Context: an optimization exercise on an open-source flow, tuned for small area and a short achievable clock period. The choices shown serve that exercise and are no tape-out recipe.
The RTL was checked by simulation tests, not by an equivalence proof against the original design.
Power and IR drop assume default switching activity.

==> inputs of v6 <==
==> flow/design.v (excerpt) <==
module pipeline(
input clk,
input rst,
input en,
output [31:0] imem_addr,
input  [31:0] imem_data,
output [31:0] dmem_addr,
output [31:0] dmem_wdata,
output dmem_we,
output dmem_re,
input  [31:0] dmem_rdata,
output wb_en,
output [4:0] wb_reg,
output [31:0] wb_data
  );
==> flow/config.mk <==
export PLATFORM = sky130hd
export DESIGN_NAME = pipeline
export DESIGN_NICKNAME = pipeline
export VERILOG_FILES = /design/flow/design.v
export SDC_FILE = /design/flow/constraint.sdc
export NUM_CORES = 4
export LEC_CHECK = 0
export CAP_MARGIN = 20
export CORE_MARGIN = 2
export CORE_UTILIZATION = 55
export CTS_CLUSTER_DIAMETER = 100
export CTS_CLUSTER_SIZE = 20
export SLEW_MARGIN = 20
export SYNTH_HIERARCHICAL = 1
==> flow/constraint.sdc <==
create_clock -name core_clock -period 70.0 [get_ports {clk}]
set_input_delay 14.0000 -clock core_clock [delete_from_list [all_inputs] [get_ports {clk}]]
set_output_delay 14.0000 -clock core_clock [all_outputs]
set_load 0.01 [all_outputs]
run.sh (not shown) runs the stock make flow with config.mk's settings and CLKGATE_MAP_FILE= SYNTH_SCRIPT=/design/flow/synth_recipe.tcl, a recipe that flattens the netlist after the stock synthesis.
==> inputs of v25, as changes to v6 <==
==> flow/flow/run.sh (new file) <==
#!/bin/bash
# The standard layout (standard.sh), with plain buf_2 cells as the port
# buffers instead of the delay cells buffer_ports picks by default. Every
# ORFS step writes its full log under orfs/logs/; make's output is in make.log.
set -euo pipefail
export BUFFER_PORTS_ARGS="-buffer_cell sky130_fd_sc_hd__buf_2"
bash standard.sh > make.log 2>&1
==> flow/standard.sh (new file) <==
#!/bin/bash
# synth_recipe.tcl (not shown) runs the flow's synth.tcl, then flattens the netlist and writes it again
# the make line also repeats each setting of config.mk as NAME=value (left out here)
make -C /OpenROAD-flow-scripts/flow DESIGN_CONFIG=/design/flow/config.mk WORK_HOME=/design/flow/orfs CLKGATE_MAP_FILE= SYNTH_SCRIPT=/design/flow/synth_recipe.tcl "${@:-finish}"
Settings changed: CAP_MARGIN 20 to 10, CORE_UTILIZATION 55 to 62, SLEW_MARGIN 20 to 10.
removed: flow/run.sh
==> run notes <==
Die Width: v25 319 µm; v6 339 µm
Result of the run: v25 timing/DRC/antenna clean; v6 timing/DRC/antenna clean
Switching component of the power: v25 0.686 mW; v6 0.692 mW
Cell-internal power: v25 1.46 mW; v6 1.48 mW
Initial core utilization: v25 0.626; v6 0.556
Vias per cell: v25 8.16; v6 7.82
Multi-input gate area in the final layout: v25 0.0217 mm²; v6 0.0219 mm²
Length of the first detailed-routing pass in iterations: v25 15; v6 14
Post-route cell area: v25 0.0673 mm²; v6 0.0688 mm²
Cell repeated most along the worst path: v25 sky130_fd_sc_hd__buf_2; v6 sky130_fd_sc_hd__clkdlybuf4s50_1
GRT Overall Usage: v25 0.417; v6 0.380
Min Tclk post-route: v25 28570 ps; v6 29600 ps
Largest vdd supply drop: v25 0.0229 mV; v6 0.0250 mV
Worst Max-Slew Pin Slew: v25 1250 ps; v6 1170 ps
Final period utilization: v25 0.408; v6 0.423
Worst clock skew on the final layout: v25 28.6 ps; v6 43.9 ps
Via count: v25 47100; v6 46800
Power attributed to the clock group: v25 0.473 mW; v6 0.470 mW
Proportion of power drawn by the clock network: v25 0.220; v6 0.216

==> build 16 <==
Another version of the RTL of pipeline (not shown whole).
clock: 70.0 ns
lec_check: 0
cap_margin: 20
core_margin: 2
core_utilization: 55
slew_margin: 20
synth_hierarchical: 1
Stock flow here: none of the scripts above is used.
==> inputs of trial 10, as changes to build 16 <==
--- a/flow/design.v
+++ b/flow/design.v
@@ -40,27 +40,29 @@
 		for (k = 0; k < 32; k = k + 1) rev32[k] = a[31-k];
 	end
 endfunction
 reg  [31:0] pc;
 reg  [31:0] id_ir, id_pc;
 reg         ex_regwrite, ex_memread, ex_memwrite, ex_branch;
 reg         ex_alusrc, ex_regdst;
 reg  [4:0]  ex_op;
-reg         ex_sbyte, ex_shalf, ex_lbyte, ex_lhalf, ex_lsx;
+reg         ex_lbyte, ex_lhalf, ex_lsx;
 reg  [31:0] ex_a, ex_b;
 reg  [15:0] ex_imm;
 reg  [4:0]  ex_rs, ex_rt;
 reg         m_regwrite, m_memread, m_memwrite;
 reg         m_lbyte, m_lhalf, m_lsx;
 reg  [31:0] m_alu, m_st;
 reg  [4:0]  m_dest;
 reg         w_regwrite;
 reg  [4:0]  w_dest;
 reg  [31:0] w_data;
+wire ce;
+pl_or2 ceg(.a(en), .b(rst), .y(ce));
 wire        fill8  = m_lsx & dmem_rdata[7];
 wire        fill16 = m_lsx & dmem_rdata[15];
 wire [31:0] ldv = {m_lbyte ? {16{fill8}} : (m_lhalf ? {16{fill16}} : dmem_rdata[31:16]),
                    m_lbyte ? {8{fill8}} : dmem_rdata[15:8],
                    dmem_rdata[7:0]};
 wire [31:0] memres = m_memread ? ldv : m_alu;
 wire [31:0] rfq [0:31];
 genvar gi;
@@ -116,64 +118,66 @@
 generate
 	for (gi = 0; gi < 32; gi = gi + 1) begin : RFF
 		assign rfflat[gi*32 +: 32] = rfq[gi];
 	end
 endgenerate
 wire [31:0] rsv, rtv;
 rf_rdport rdA (.q(rfflat), .ra(rs), .d(rsv));
 rf_rdport rdB (.q(rfflat), .ra(rt), .d(rtv));
+wire stb = ~loadUse & (op == 6'd40);
+wire sth = ~loadUse & (op == 6'd41);
+wire [31:0] stv = stb ? {{24{rtv[7]}}, rtv[7:0]} : (sth ? {{16{rtv[15]}}, rtv[15:0]} : rtv);
 wire fwdAD = ex_branch & (ex_rs != 5'd0) & (ex_rs == m_dest);
 wire fwdBD = ex_branch & (ex_rt != 5'd0) & (ex_rt == m_dest);
 wire [31:0] cmpA = fwdAD ? m_alu : rsv;
 wire [31:0] cmpB = fwdBD ? m_alu : rtv;
 wire eq = (cmpA == cmpB);
 wire pcsrc = ~loadUse & isBr & (op[0] ? ~eq : eq);
 wire [31:0] sext_id = {{16{id_ir[15]}}, id_ir[15:0]};
 wire [31:0] btarget = radd(id_pc, sext_id, 1'b0);
 wire [5:0]  jhi = id_pc[31:26] + {5'd0, &id_pc[25:0]};
 wire [31:0] jtarget = {jhi, id_ir[25:0]};
 wire [31:0] pcinc = radd(pc, 32'd0, 1'b1);
 wire [31:0] pcnext = isJ ? jtarget : (pcsrc ? btarget : pcinc);
+wire fce = rst | (en & ~loadUse);
 always @(posedge clk) begin
 	if (rst) begin
 		pc <= 32'd0;
 		id_ir <= 32'd0;
-	end else if (en & ~loadUse) begin
+	end else if (fce) begin
 		pc <= pcnext;
 		id_ir <= pcsrc ? 32'd0 : imem_data;
 	end
 end
 always @(posedge clk)
-	if (en & ~loadUse) id_pc <= pc;
+	if (fce) id_pc <= pc;
 always @(posedge clk) begin
 	if (rst) begin
 		ex_regwrite <= 1'b0;
 		ex_memread <= 1'b0;
 		ex_memwrite <= 1'b0;
 		ex_branch <= 1'b0;
-	end else if (en) begin
+	end else if (ce) begin
 		ex_regwrite <= ~loadUse & (rtype | isLoad | immc);
 		ex_memread <= ~loadUse & isLoad;
 		ex_memwrite <= ~loadUse & isStore;
 		ex_branch <= ~loadUse & isBr;
 	end
 end
 always @(posedge clk) begin
-	if (en) begin
+	if (ce) begin
 		ex_alusrc <= ~loadUse & (isLoad | isStore | immc);
 		ex_regdst <= ~loadUse & (rtype | (op == 6'd3));
 		ex_op <= idop;
-		ex_sbyte <= (op == 6'd40);
-		ex_shalf <= (op == 6'd41);
 		ex_lbyte <= (op == 6'd32) | (op == 6'd36);
 		ex_lhalf <= (op == 6'd33) | (op == 6'd37);
 		ex_lsx <= (op == 6'd32) | (op == 6'd33);
 		ex_a <= rsv;
-		ex_b <= rtv;
+		ex_b <= stv;
 		ex_imm <= id_ir[15:0];
 		ex_rs <= rs;
 		ex_rt <= rt;
 	end
 end
 wire [4:0] ex_rd = ex_imm[15:11];
 wire [4:0] ex_sa = ex_imm[10:6];
 wire [4:0] ex_dest = ex_regdst ? ex_rd : ex_rt;
@@ -203,47 +207,45 @@
 		end else begin : H
 			ex_opb mb(.sm(selBm), .m(m_alu[gi]), .sw(selBw), .w(w_data[gi]), .sr(selBr), .r(ex_b[gi]),
 			          .si(shl), .i(ex_imm[31-gi]), .k(kBhi), .y(aluB[gi]));
 		end
 	end
 endgenerate
 wire [31:0] alu;
 alu_core ALU(.a(aluA), .b(aluB), .op(ex_op), .sa(ex_sa), .y(alu));
-wire [31:0] stv = ex_sbyte ? {{24{ex_b[7]}}, ex_b[7:0]} :
-                  (ex_shalf ? {{16{ex_b[15]}}, ex_b[15:0]} : ex_b);
 always @(posedge clk) begin
 	if (rst) begin
 		m_regwrite <= 1'b0;
 		m_memread <= 1'b0;
 		m_memwrite <= 1'b0;
-	end else if (en) begin
+	end else if (ce) begin
 		m_regwrite <= ex_regwrite;
 		m_memread <= ex_memread;
 		m_memwrite <= ex_memwrite;
 	end
 end
 always @(posedge clk) begin
-	if (en) begin
+	if (ce) begin
 		m_lbyte <= ex_lbyte;
 		m_lhalf <= ex_lhalf;
 		m_lsx <= ex_lsx;
 		m_alu <= alu;
-		m_st <= stv;
+		m_st <= ex_b;
 		m_dest <= ex_dest;
 	end
 end
 always @(posedge clk) begin
 	if (rst)
 		w_regwrite <= 1'b0;
-	else if (en)
+	else if (ce)
 		w_regwrite <= m_regwrite;
 end
 always @(posedge clk) begin
-	if (en) begin
+	if (ce) begin
 		w_dest <= m_dest;
 		w_data <= memres;
 	end
 end
 assign imem_addr = pc;
 assign dmem_addr = m_alu;
 assign dmem_wdata = m_st;
 assign dmem_we = m_memwrite & en;
@@ -362,8 +364,11 @@
 assign y = ~((a1 & a2) | (b1 & b2));
 endmodule
 module ex_opa(input sm, input m, input sw, input w, input sr, input r, output y);
 assign y = (sm & m) | (sw & w) | (sr & r);
 endmodule
 module ex_opb(input sm, input m, input sw, input w, input sr, input r, input si, input i, input k, output y);
 assign y = (sm & m) | (sw & w) | (sr & r) | (si & i) | k;
 endmodule
+module pl_or2(input a, input b, output y);
+assign y = a | b;
+endmodule
==> flow/flow/run.sh (new file) <==
#!/bin/bash
# The standard layout (standard.sh), with two changes:
#  - plain buf_2 cells as the port buffers instead of the delay cells that
#    buffer_ports picks by default;
#  - after placement, the en port's buffer is upsized to buf_8 and the
#    placement legalized again (flow/upsize_en.tcl), then the standard flow
#    continues from CTS.
# Every ORFS step writes its full log under orfs/logs/; make's output is in
# make_place.log and make.log, the resize step's in upsize_en.log.
set -euo pipefail
export BUFFER_PORTS_ARGS="-buffer_cell sky130_fd_sc_hd__buf_2"
bash standard.sh place > make_place.log 2>&1
PLACE_ODB="orfs/results/${FLOW_PLATFORM:-sky130hd}/pipeline/base/3_place.odb" \
  openroad -no_init -exit flow/upsize_en.tcl > upsize_en.log 2>&1
bash standard.sh > make.log 2>&1
==> flow/flow/upsize_en.tcl (new file) <==
# Upsize the buffer on the en input port. en reaches wb_en, dmem_we and dmem_re
# through one AND gate each, and that input-to-output path sets the achieved
# clock period; the port buffer also drives en's other few loads.
read_db $::env(PLACE_ODB)
set db [ord::get_db]
set block [ord::get_db_block]
set master [$db findMaster sky130_fd_sc_hd__buf_8]
set net [[$block findBTerm en] getNet]
foreach iterm [$net getITerms] {
  set inst [$iterm getInst]
  set m [[$inst getMaster] getName]
  puts "en drives [$inst getName] ($m)"
  if {[string match "sky130_fd_sc_hd__buf_*" $m]} {
    $inst swapMaster $master
    puts "resized [$inst getName] to sky130_fd_sc_hd__buf_8"
  }
}
detailed_placement
check_placement -verbose
write_db $::env(PLACE_ODB)
==> flow/standard.sh (new file) <==
#!/bin/bash
# synth_recipe.tcl (not shown) runs the flow's synth.tcl, then flattens the netlist and writes it again
# the make line also repeats each setting of config.mk as NAME=value (left out here)
make -C /OpenROAD-flow-scripts/flow DESIGN_CONFIG=/design/flow/config.mk WORK_HOME=/design/flow/orfs CLKGATE_MAP_FILE= SYNTH_SCRIPT=/design/flow/synth_recipe.tcl "${@:-finish}"
- CAP_MARGIN: 20 -> 10
- CORE_UTILIZATION: 55 -> 62
- CTS_CLUSTER_DIAMETER: unset -> 90
- CTS_CLUSTER_SIZE: unset -> 26
- SLEW_MARGIN: 20 -> 10
removed: flow/run.sh
==> inputs of build 7, as changes to build 16 <==
--- a/flow/design.v
+++ b/flow/design.v
@@ -40,27 +40,28 @@
 		for (k = 0; k < 32; k = k + 1) rev32[k] = a[31-k];
 	end
 endfunction
 reg  [31:0] pc;
 reg  [31:0] id_ir, id_pc;
 reg         ex_regwrite, ex_memread, ex_memwrite, ex_branch;
 reg         ex_alusrc, ex_regdst;
 reg  [4:0]  ex_op;
-reg         ex_sbyte, ex_shalf, ex_lbyte, ex_lhalf, ex_lsx;
+reg         ex_lbyte, ex_lhalf, ex_lsx;
 reg  [31:0] ex_a, ex_b;
 reg  [15:0] ex_imm;
 reg  [4:0]  ex_rs, ex_rt;
 reg         m_regwrite, m_memread, m_memwrite;
 reg         m_lbyte, m_lhalf, m_lsx;
 reg  [31:0] m_alu, m_st;
 reg  [4:0]  m_dest;
 reg         w_regwrite;
 reg  [4:0]  w_dest;
 reg  [31:0] w_data;
+wire ce = en | rst;
 wire        fill8  = m_lsx & dmem_rdata[7];
 wire        fill16 = m_lsx & dmem_rdata[15];
 wire [31:0] ldv = {m_lbyte ? {16{fill8}} : (m_lhalf ? {16{fill16}} : dmem_rdata[31:16]),
                    m_lbyte ? {8{fill8}} : dmem_rdata[15:8],
                    dmem_rdata[7:0]};
 wire [31:0] memres = m_memread ? ldv : m_alu;
 wire [31:0] rfq [0:31];
 genvar gi;
@@ -116,64 +117,66 @@
 generate
 	for (gi = 0; gi < 32; gi = gi + 1) begin : RFF
 		assign rfflat[gi*32 +: 32] = rfq[gi];
 	end
 endgenerate
 wire [31:0] rsv, rtv;
 rf_rdport rdA (.q(rfflat), .ra(rs), .d(rsv));
 rf_rdport rdB (.q(rfflat), .ra(rt), .d(rtv));
+wire stb = ~loadUse & (op == 6'd40);
+wire sth = ~loadUse & (op == 6'd41);
+wire [31:0] stv = stb ? {{24{rtv[7]}}, rtv[7:0]} : (sth ? {{16{rtv[15]}}, rtv[15:0]} : rtv);
 wire fwdAD = ex_branch & (ex_rs != 5'd0) & (ex_rs == m_dest);
 wire fwdBD = ex_branch & (ex_rt != 5'd0) & (ex_rt == m_dest);
 wire [31:0] cmpA = fwdAD ? m_alu : rsv;
 wire [31:0] cmpB = fwdBD ? m_alu : rtv;
 wire eq = (cmpA == cmpB);
 wire pcsrc = ~loadUse & isBr & (op[0] ? ~eq : eq);
 wire [31:0] sext_id = {{16{id_ir[15]}}, id_ir[15:0]};
 wire [31:0] btarget = radd(id_pc, sext_id, 1'b0);
 wire [5:0]  jhi = id_pc[31:26] + {5'd0, &id_pc[25:0]};
 wire [31:0] jtarget = {jhi, id_ir[25:0]};
 wire [31:0] pcinc = radd(pc, 32'd0, 1'b1);
 wire [31:0] pcnext = isJ ? jtarget : (pcsrc ? btarget : pcinc);
+wire fce = rst | (en & ~loadUse);
 always @(posedge clk) begin
 	if (rst) begin
 		pc <= 32'd0;
 		id_ir <= 32'd0;
-	end else if (en & ~loadUse) begin
+	end else if (fce) begin
 		pc <= pcnext;
 		id_ir <= pcsrc ? 32'd0 : imem_data;
 	end
 end
 always @(posedge clk)
-	if (en & ~loadUse) id_pc <= pc;
+	if (fce) id_pc <= pc;
 always @(posedge clk) begin
 	if (rst) begin
 		ex_regwrite <= 1'b0;
 		ex_memread <= 1'b0;
 		ex_memwrite <= 1'b0;
 		ex_branch <= 1'b0;
-	end else if (en) begin
+	end else if (ce) begin
 		ex_regwrite <= ~loadUse & (rtype | isLoad | immc);
 		ex_memread <= ~loadUse & isLoad;
 		ex_memwrite <= ~loadUse & isStore;
 		ex_branch <= ~loadUse & isBr;
 	end
 end
 always @(posedge clk) begin
-	if (en) begin
+	if (ce) begin
 		ex_alusrc <= ~loadUse & (isLoad | isStore | immc);
 		ex_regdst <= ~loadUse & (rtype | (op == 6'd3));
 		ex_op <= idop;
-		ex_sbyte <= (op == 6'd40);
-		ex_shalf <= (op == 6'd41);
 		ex_lbyte <= (op == 6'd32) | (op == 6'd36);
 		ex_lhalf <= (op == 6'd33) | (op == 6'd37);
 		ex_lsx <= (op == 6'd32) | (op == 6'd33);
 		ex_a <= rsv;
-		ex_b <= rtv;
+		ex_b <= stv;
 		ex_imm <= id_ir[15:0];
 		ex_rs <= rs;
 		ex_rt <= rt;
 	end
 end
 wire [4:0] ex_rd = ex_imm[15:11];
 wire [4:0] ex_sa = ex_imm[10:6];
 wire [4:0] ex_dest = ex_regdst ? ex_rd : ex_rt;
@@ -203,47 +206,45 @@
 		end else begin : H
 			ex_opb mb(.sm(selBm), .m(m_alu[gi]), .sw(selBw), .w(w_data[gi]), .sr(selBr), .r(ex_b[gi]),
 			          .si(shl), .i(ex_imm[31-gi]), .k(kBhi), .y(aluB[gi]));
 		end
 	end
 endgenerate
 wire [31:0] alu;
 alu_core ALU(.a(aluA), .b(aluB), .op(ex_op), .sa(ex_sa), .y(alu));
-wire [31:0] stv = ex_sbyte ? {{24{ex_b[7]}}, ex_b[7:0]} :
-                  (ex_shalf ? {{16{ex_b[15]}}, ex_b[15:0]} : ex_b);
 always @(posedge clk) begin
 	if (rst) begin
 		m_regwrite <= 1'b0;
 		m_memread <= 1'b0;
 		m_memwrite <= 1'b0;
-	end else if (en) begin
+	end else if (ce) begin
 		m_regwrite <= ex_regwrite;
 		m_memread <= ex_memread;
 		m_memwrite <= ex_memwrite;
 	end
 end
 always @(posedge clk) begin
-	if (en) begin
+	if (ce) begin
 		m_lbyte <= ex_lbyte;
 		m_lhalf <= ex_lhalf;
 		m_lsx <= ex_lsx;
 		m_alu <= alu;
-		m_st <= stv;
+		m_st <= ex_b;
 		m_dest <= ex_dest;
 	end
 end
 always @(posedge clk) begin
 	if (rst)
 		w_regwrite <= 1'b0;
-	else if (en)
+	else if (ce)
 		w_regwrite <= m_regwrite;
 end
 always @(posedge clk) begin
-	if (en) begin
+	if (ce) begin
 		w_dest <= m_dest;
 		w_data <= memres;
 	end
 end
 assign imem_addr = pc;
 assign dmem_addr = m_alu;
 assign dmem_wdata = m_st;
 assign dmem_we = m_memwrite & en;
==> flow/flow/run.sh (new file) <==
#!/bin/bash
# The standard layout (standard.sh), with plain buf_2 cells as the port
# buffers instead of the delay cells buffer_ports picks by default. Every
# ORFS step writes its full log under orfs/logs/; make's output is in make.log.
set -euo pipefail
export BUFFER_PORTS_ARGS="-buffer_cell sky130_fd_sc_hd__buf_2"
bash standard.sh > make.log 2>&1
==> flow/standard.sh (new file) <==
#!/bin/bash
# synth_recipe.tcl (not shown) runs the flow's synth.tcl, then flattens the netlist and writes it again
# the make line also repeats each setting of config.mk as NAME=value (left out here)
make -C /OpenROAD-flow-scripts/flow DESIGN_CONFIG=/design/flow/config.mk WORK_HOME=/design/flow/orfs CLKGATE_MAP_FILE= SYNTH_SCRIPT=/design/flow/synth_recipe.tcl "${@:-finish}"
- CAP_MARGIN: 20 -> 10
- CTS_CLUSTER_DIAMETER: unset -> 100
- CTS_CLUSTER_SIZE: unset -> 20
- SLEW_MARGIN: 20 -> 10
removed: flow/run.sh
==> out/results.tsv <==
stage	metric	value	unit
run_status	outcome	finished clean	
finish	area of all placed cells without fillers	67810	um2
yosys	sequential element share of the synthesized area	63.99	%
grt	GR Util met2	57.67	%
yosys	number of synthesized register bits	1337	
power	Comb pwr share	22.4	%
route	TritonRoute pass-1 iters	13	
worst_setup_path	Max stage delay on crit path	260	ps
sta	final critical-path share of the clock period	40.81	%
Source of the figures above: build 7

==> out/results.tsv <==
stage	metric	value	unit
run_status	outcome	finished clean	
yosys	sequential element share of the synthesized area	64.58	%
route	TritonRoute pass-1 iters	14	
worst_setup_path	Max stage delay on crit path	570	ps
finish	area of all placed cells without fillers	70730	um2
grt	Global Route Usage Sum	38.51	%
finish	number of antenna diodes	2	
yosys	number of synthesized register bits	1339	
grt	GR Util met2	58.58	%
finish	fraction of area in clock buffers and inverters	6.416	%
sta	smallest hold slack	433.1	ps
route	DR top layer	met5	
Source of the figures above: build 16

==> out/results.tsv <==
stage	metric	value	unit
run_status	outcome	finished clean	
route	vias after detailed routing	46520	
worst_setup_path	Max stage delay on crit path	150	ps
finish	area of all placed cells without fillers	66820	um2
worst_setup_path	critical-path cell list	buf_8, and2_1, buf_2	
grt	number of global-route vias before repair	43460	
route	Post-Route M1 WL	74220	um
clock_tree	number of buffers inserted to repair setup after CTS	0	
yosys	unique cell type count in the Yosys netlist	73	
power	Comb pwr share	22.8	%
grt	met3 Resource Use GR	8.598	%
grt	GR Util met2	61.48	%
route	TritonRoute pass-1 iters	13	
sta	final critical-path share of the clock period	40.56	%
hold_path	worst hold path startpoint	ex_lhalf$_DFFE_PP_	
yosys	compound-gate portion of the synthesized area	18.68	%
route	post-route antenna net violation count	0	
Source of the figures above: trial 10

==> what the ideal ports hide <==
The flow's constraints put no driver on any port. The routed layouts listed below were extracted and timed again, unchanged, in two steps.
Step 1, drivers: a clkbuf_16 drives clk and a buf_2 each remaining input, both assumed.
Step 2, shift: input delay + t, output delay - t, t = (earliest + latest rising clock arrival at the registers) / 2. This alone moves slack from input paths to output paths.
Slacks: no drivers / after step 1 / after step 2; pairs: no drivers / after step 1.
run | t, ns | setup slack, ns | worst register clock-pin slew, ns | cell pins on the clock port's net
v6 | 0.771 | 40.396 / 40.374 / 40.374 | 0.09 / 0.09 | 1
v25 | 0.762 | 41.425 / 41.405 / 41.405 | 0.09 / 0.09 | 1
build 16 | 0.839 | 40.626 / 40.579 / 40.579 | 0.07 / 0.07 | 1
trial 10 | 0.797 | 41.606 / 41.558 / 41.558 | 0.11 / 0.11 | 1
build 7 | 0.764 | 41.434 / 41.408 / 41.408 | 0.09 / 0.09 | 1
After both steps every run listed still meets setup and hold. The setup slack of trial 10, which loses most, moves by -0.048 ns with the drivers and by -0.048 ns with both steps.
